This design comes from an exercise in tuning for small area on the open sky130 flow, not from production work. Only simulation tests tie the RTL to the original design; equivalence was not proved. The flow treats the clock pin as an ideal source, which a real chip does not have.

==> willow: inputs <==
## PROCESSOR
module PROCESSOR(
    input clock,
    input reset,
    output [31:0] instr_addr,
    input [31:0] instr,
    output [31:0] alu_result,
    output zero
);
==> module REG_FILE, before the edit <==
module REG_FILE(
    input [4:0] read_reg_num1,
    input [4:0] read_reg_num2,
    input [4:0] write_reg,
    input [31:0] write_data,
    output [31:0] read_data1,
    output [31:0] read_data2,
    input regwrite,
    input clock,
    input reset
);
    reg [31:0] mem [0:31];
    reg [31:0] valid;
    function [5:0] rval(input [4:0] n);
        rval = (n < 10) ? {1'b0, n} : (n < 20) ? 6'h10 + n - 10 : (n < 30) ? 6'h20 + n - 20 : 6'h30 + n - 30;
    endfunction
    wire [31:0] wsel = regwrite ? (32'd1 << write_reg) : 32'd0;
    integer i;
    always @(posedge clock)
        for (i = 0; i < 32; i = i + 1)
            if (wsel[i]) mem[i] <= write_data;
    always @(posedge clock, posedge reset)
        if (reset) valid <= 32'd0;
        else       valid <= valid | wsel;
    wire [31:0] dec1 = 32'd1 << read_reg_num1;
    wire [31:0] dec2 = 32'd1 << read_reg_num2;
    wire [31:0] s1 = dec1 & valid;
    wire [31:0] s2 = dec2 & valid;
    reg [5:0] rv1, rv2;
    integer j;
    always @(*) begin
        rv1 = 6'd0; rv2 = 6'd0;
        for (j = 0; j < 32; j = j + 1) begin
            rv1 = rv1 | ({6{dec1[j] & ~valid[j]}} & rval(j));
            rv2 = rv2 | ({6{dec2[j] & ~valid[j]}} & rval(j));
        end
    end
    wire [31:0] q1, q2;
    genvar b, r;
    generate for (b = 0; b < 32; b = b + 1) begin : g_bit
        wire [31:0] col;
        for (r = 0; r < 32; r = r + 1) begin : g_col
            assign col[r] = mem[r][b];
        end
        RDBIT p1(.sel(s1), .d(col), .q(q1[b]));
        RDBIT p2(.sel(s2), .d(col), .q(q2[b]));
    end endgenerate
    assign read_data1 = q1 | {26'd0, rv1};
    assign read_data2 = q2 | {26'd0, rv2};
endmodule
export LEC_CHECK = 0
export CAP_MARGIN = 10
export CORE_MARGIN = 2
export CORE_UTILIZATION = 45
export PLACE_DENSITY = 0.55
export SLEW_MARGIN = 10
export SYNTH_HIERARCHICAL = 1
export SYNTH_MINIMUM_KEEP_SIZE = 0
create_clock -name core_clock -period 22.0 [get_ports {clock}]
standard.sh (not shown) runs the stock make flow with config.mk's settings and CLKGATE_MAP_FILE= SYNTH_SCRIPT=/design/flow/synth_recipe.tcl, a recipe that flattens the netlist after the stock synthesis.
==> flow/flow/run.sh <==
#!/bin/bash
# Layout: the standard flow (standard synthesis unchanged), with these changes:
# the port buffers use buf_2 instead of the flow's default pick; clock-tree
# synthesis clusters more flip-flops per leaf buffer and adds no dummy loads;
# no other change.
set -euo pipefail
bash standard.sh finish \
  "BUFFER_PORTS_ARGS=-buffer_cell sky130_fd_sc_hd__buf_2" \
  "CTS_ARGS=-sink_clustering_enable -repair_clock_nets -sink_clustering_size 30 -sink_clustering_max_diameter 120 -dont_use_dummy_load" \
  > make_finish.log 2>&1
==> nickel: changes against willow <==
==> flow/flow/run.sh (replaced) <==
#!/bin/bash
# Layout: the standard flow (standard synthesis unchanged), with two changes:
# the port buffers use buf_2 instead of the flow's default pick, and a
# power-recovery pass after global routing downsizes cells off the critical paths.
set -euo pipefail
bash standard.sh finish RECOVER_POWER=100 "BUFFER_PORTS_ARGS=-buffer_cell sky130_fd_sc_hd__buf_2" > make_finish.log 2>&1
Settings changed: CAP_MARGIN 10 to 20, CORE_UTILIZATION 45 to 50, PLACE_DENSITY 0.55 to 0.6, SLEW_MARGIN 10 to 20.
==> xenon: changes against willow <==
--- a/flow/design.v
+++ b/flow/design.v
@@ -1629,6 +1629,26 @@
 );
     assign y = ~((s0 & d0) | (s1 & d1));
 endmodule
+module AO2R(
+    input s0, d0, s1, d1, r,
+    output y
+);
+    assign y = ~((s0 & d0) | (s1 & d1) | r);
+endmodule
+module RDBITR(
+    input [31:0] sel,
+    input [31:0] d,
+    input r,
+    output q
+);
+    wire [10:0] y;
+    genvar k;
+    generate for (k = 0; k < 10; k = k + 1) begin : g_ao
+        AO3 u(.s0(sel[3*k]), .d0(d[3*k]), .s1(sel[3*k+1]), .d1(d[3*k+1]), .s2(sel[3*k+2]), .d2(d[3*k+2]), .y(y[k]));
+    end endgenerate
+    AO2R u10(.s0(sel[30]), .d0(d[30]), .s1(sel[31]), .d1(d[31]), .r(r), .y(y[10]));
+    assign q = ~&y;
+endmodule
 module RDBIT(
     input [31:0] sel,
     input [31:0] d,
@@ -1686,11 +1706,16 @@
         for (r = 0; r < 32; r = r + 1) begin : g_col
             assign col[r] = mem[r][b];
         end
-        RDBIT p1(.sel(s1), .d(col), .q(q1[b]));
-        RDBIT p2(.sel(s2), .d(col), .q(q2[b]));
+        if (b < 6) begin : g_r
+            RDBITR p1(.sel(s1), .d(col), .r(rv1[b]), .q(q1[b]));
+            RDBITR p2(.sel(s2), .d(col), .r(rv2[b]), .q(q2[b]));
+        end else begin : g_n
+            RDBIT p1(.sel(s1), .d(col), .q(q1[b]));
+            RDBIT p2(.sel(s2), .d(col), .q(q2[b]));
+        end
     end endgenerate
-    assign read_data1 = q1 | {26'd0, rv1};
-    assign read_data2 = q2 | {26'd0, rv2};
+    assign read_data1 = q1;
+    assign read_data2 = q2;
 endmodule
 module DATAPATH(
     input [4:0] read_reg_num1,
==> flow/flow/run.sh (replaced) <==
#!/bin/bash
# Layout: the standard flow (standard synthesis unchanged), with these changes:
# the port buffers use buf_2 instead of the flow's default pick; clock-tree
# synthesis clusters more flip-flops per leaf buffer and adds no dummy loads.
set -euo pipefail
bash standard.sh finish \
  "BUFFER_PORTS_ARGS=-buffer_cell sky130_fd_sc_hd__buf_2" \
  "CTS_ARGS=-sink_clustering_enable -repair_clock_nets -sink_clustering_size 25 -sink_clustering_max_diameter 110 -dont_use_dummy_load" \
  > make_finish.log 2>&1
Settings changed: SETUP_SLACK_MARGIN from default to 0.1.
==> maple: changes against willow <==
--- a/flow/design.v
+++ b/flow/design.v
@@ -1629,6 +1629,26 @@
 );
     assign y = ~((s0 & d0) | (s1 & d1));
 endmodule
+module AO2R(
+    input s0, d0, s1, d1, r,
+    output y
+);
+    assign y = ~((s0 & d0) | (s1 & d1) | r);
+endmodule
+module RDBITR(
+    input [31:0] sel,
+    input [31:0] d,
+    input r,
+    output q
+);
+    wire [10:0] y;
+    genvar k;
+    generate for (k = 0; k < 10; k = k + 1) begin : g_ao
+        AO3 u(.s0(sel[3*k]), .d0(d[3*k]), .s1(sel[3*k+1]), .d1(d[3*k+1]), .s2(sel[3*k+2]), .d2(d[3*k+2]), .y(y[k]));
+    end endgenerate
+    AO2R u10(.s0(sel[30]), .d0(d[30]), .s1(sel[31]), .d1(d[31]), .r(r), .y(y[10]));
+    assign q = ~&y;
+endmodule
 module RDBIT(
     input [31:0] sel,
     input [31:0] d,
@@ -1686,11 +1706,16 @@
         for (r = 0; r < 32; r = r + 1) begin : g_col
             assign col[r] = mem[r][b];
         end
-        RDBIT p1(.sel(s1), .d(col), .q(q1[b]));
-        RDBIT p2(.sel(s2), .d(col), .q(q2[b]));
+        if (b < 6) begin : g_r
+            RDBITR p1(.sel(s1), .d(col), .r(rv1[b]), .q(q1[b]));
+            RDBITR p2(.sel(s2), .d(col), .r(rv2[b]), .q(q2[b]));
+        end else begin : g_n
+            RDBIT p1(.sel(s1), .d(col), .q(q1[b]));
+            RDBIT p2(.sel(s2), .d(col), .q(q2[b]));
+        end
     end endgenerate
-    assign read_data1 = q1 | {26'd0, rv1};
-    assign read_data2 = q2 | {26'd0, rv2};
+    assign read_data1 = q1;
+    assign read_data2 = q2;
 endmodule
 module DATAPATH(
     input [4:0] read_reg_num1,
==> flow/flow/run.sh (replaced) <==
#!/bin/bash
# Layout: the standard flow (standard synthesis unchanged), with these changes:
# the port buffers use buf_2 instead of the flow's default pick; clock-tree
# synthesis clusters more flip-flops per leaf buffer and adds no dummy loads.
set -euo pipefail
bash standard.sh finish \
  "BUFFER_PORTS_ARGS=-buffer_cell sky130_fd_sc_hd__buf_2" \
  "CTS_ARGS=-sink_clustering_enable -repair_clock_nets -sink_clustering_size 30 -sink_clustering_max_diameter 100 -dont_use_dummy_load" \
  > make_finish.log 2>&1
Settings changed: CAP_MARGIN 10 to 5, SETUP_SLACK_MARGIN from default to 0.1, SLEW_MARGIN 10 to 5.
==> impl_metrics.csv <==
group,metric,value,unit
outcome,status,"complete, but fails checks",
outcome,violatedChecks,"capacitance limit, slew limit",
run,drv_cap,51,
drt,wl_met2,99.9,mm
global_routing,grt_use_met1,0.538,
place,place_area,60400,um2
sta,slew_violations,1532,
clock_network,clkSlewWorstSetupHoldPaths,60,ps
power_and_ir_drop,power_leakage,22.7,nW
clock_network,clock_latency,730,ps
cells_and_area,fin_util,0.571,
global_routing,track_usage,0.402,
synthesis,synth_area,56100,um2
floorplan,core,111000,um2
Source of the figures above: nickel

==> impl_metrics.csv <==
group,metric,value,unit
drt,wl_met2,103,mm
floorplan,core,123000,um2
clock_network,cts_resized,0,
power_and_ir_drop,p_seq,2.24,mW
synthesis,synth_area,55700,um2
synthesis,synth_seq_area_share,0.580,
outcome,status,"timing/DRC/antenna clean",
clock_network,clock_latency,690,ps
drt,drc,0,
cells_and_area,fin_util,0.498,
run,drv_cap,0,
synthesis,synth_top_area_frac,0.552,
cells_and_area,largest_register_ffs,1024,
cells_and_area,largest_class,"sequential cells",
global_routing,grt_use_met1,0.479,
sta,slew_violations,0,
clock_network,clkSlewWorstSetupHoldPaths,110,ps
Source of the figures above: maple

==> impl_metrics.csv <==
group,metric,value,unit
outcome,status,"timing/DRC/antenna clean",
cells_and_area,fin_util,0.500,
run,drv_cap,0,
clock_network,clkSlewWorstSetupHoldPaths,110,ps
global_routing,track_usage,0.372,
place,place_area,60700,um2
power_and_ir_drop,power_leakage,22.0,nW
clock_network,clock_latency,700,ps
drt,wl_met2,104,mm
floorplan,core,124000,um2
Source of the figures above: willow

==> impl_metrics.csv <==
group,metric,value,unit
synthesis,synth_area,55700,um2
global_routing,track_usage,0.368,
global_routing,grt_use_met1,0.479,
clock_network,clkSlewWorstSetupHoldPaths,100,ps
cells_and_area,fin_util,0.500,
drt,wl_met1,85.1,mm
outcome,status,"timing/DRC/antenna clean",
floorplan,io_pins,99,
sta,timing.fmax,46.9,MHz
floorplan,core,123000,um2
place,place_area,60300,um2
power_and_ir_drop,power_leakage,21.8,nW
run,drv_cap,0,
drt,wl_met2,104,mm
synthesis,synth_top_area_frac,0.552,
clock_network,clock_latency,710,ps
cells_and_area,multi_input_area_share,0.387,
Source of the figures above: xenon

-- what the ideal ports hide --
The results above use ideal ports. As a check the final layouts listed here were re-extracted and re-timed, cells and wires unchanged. Step 1 sets driving cells, clkbuf_16 on the clock port and buf_2 on the other inputs (assumed; they add their load-dependent delay and slew). Step 2 adds t to the input delays and takes it off the output delays; t is the mean of the earliest and latest rising clock arrival at the registers after step 1. Input paths then give back, and output paths get back, about the clock's delay inside the block. a / b / c = no drivers / after step 1 / after step 2; a / b = the first two.
run | t, ns | setup WS [ns] | worst hold slack (ns) | pins driven straight from the clock port
willow | 0.722 | 0.479 / 0.343 / 0.343 | 0.451 / 0.451 / 0.451 | 1
nickel | 0.776 | 0.361 / 0.230 / 0.230 | 0.451 / 0.451 / 0.451 | 1
xenon | 0.712 | 0.667 / 0.646 / 0.646 | 0.449 / 0.449 / 0.449 | 1
maple | 0.734 | 0.630 / 0.608 / 0.608 | 0.451 / 0.451 / 0.451 | 1
The setup slack of willow, which loses most, moves by -0.136 ns with the drivers and by -0.136 ns with both steps.
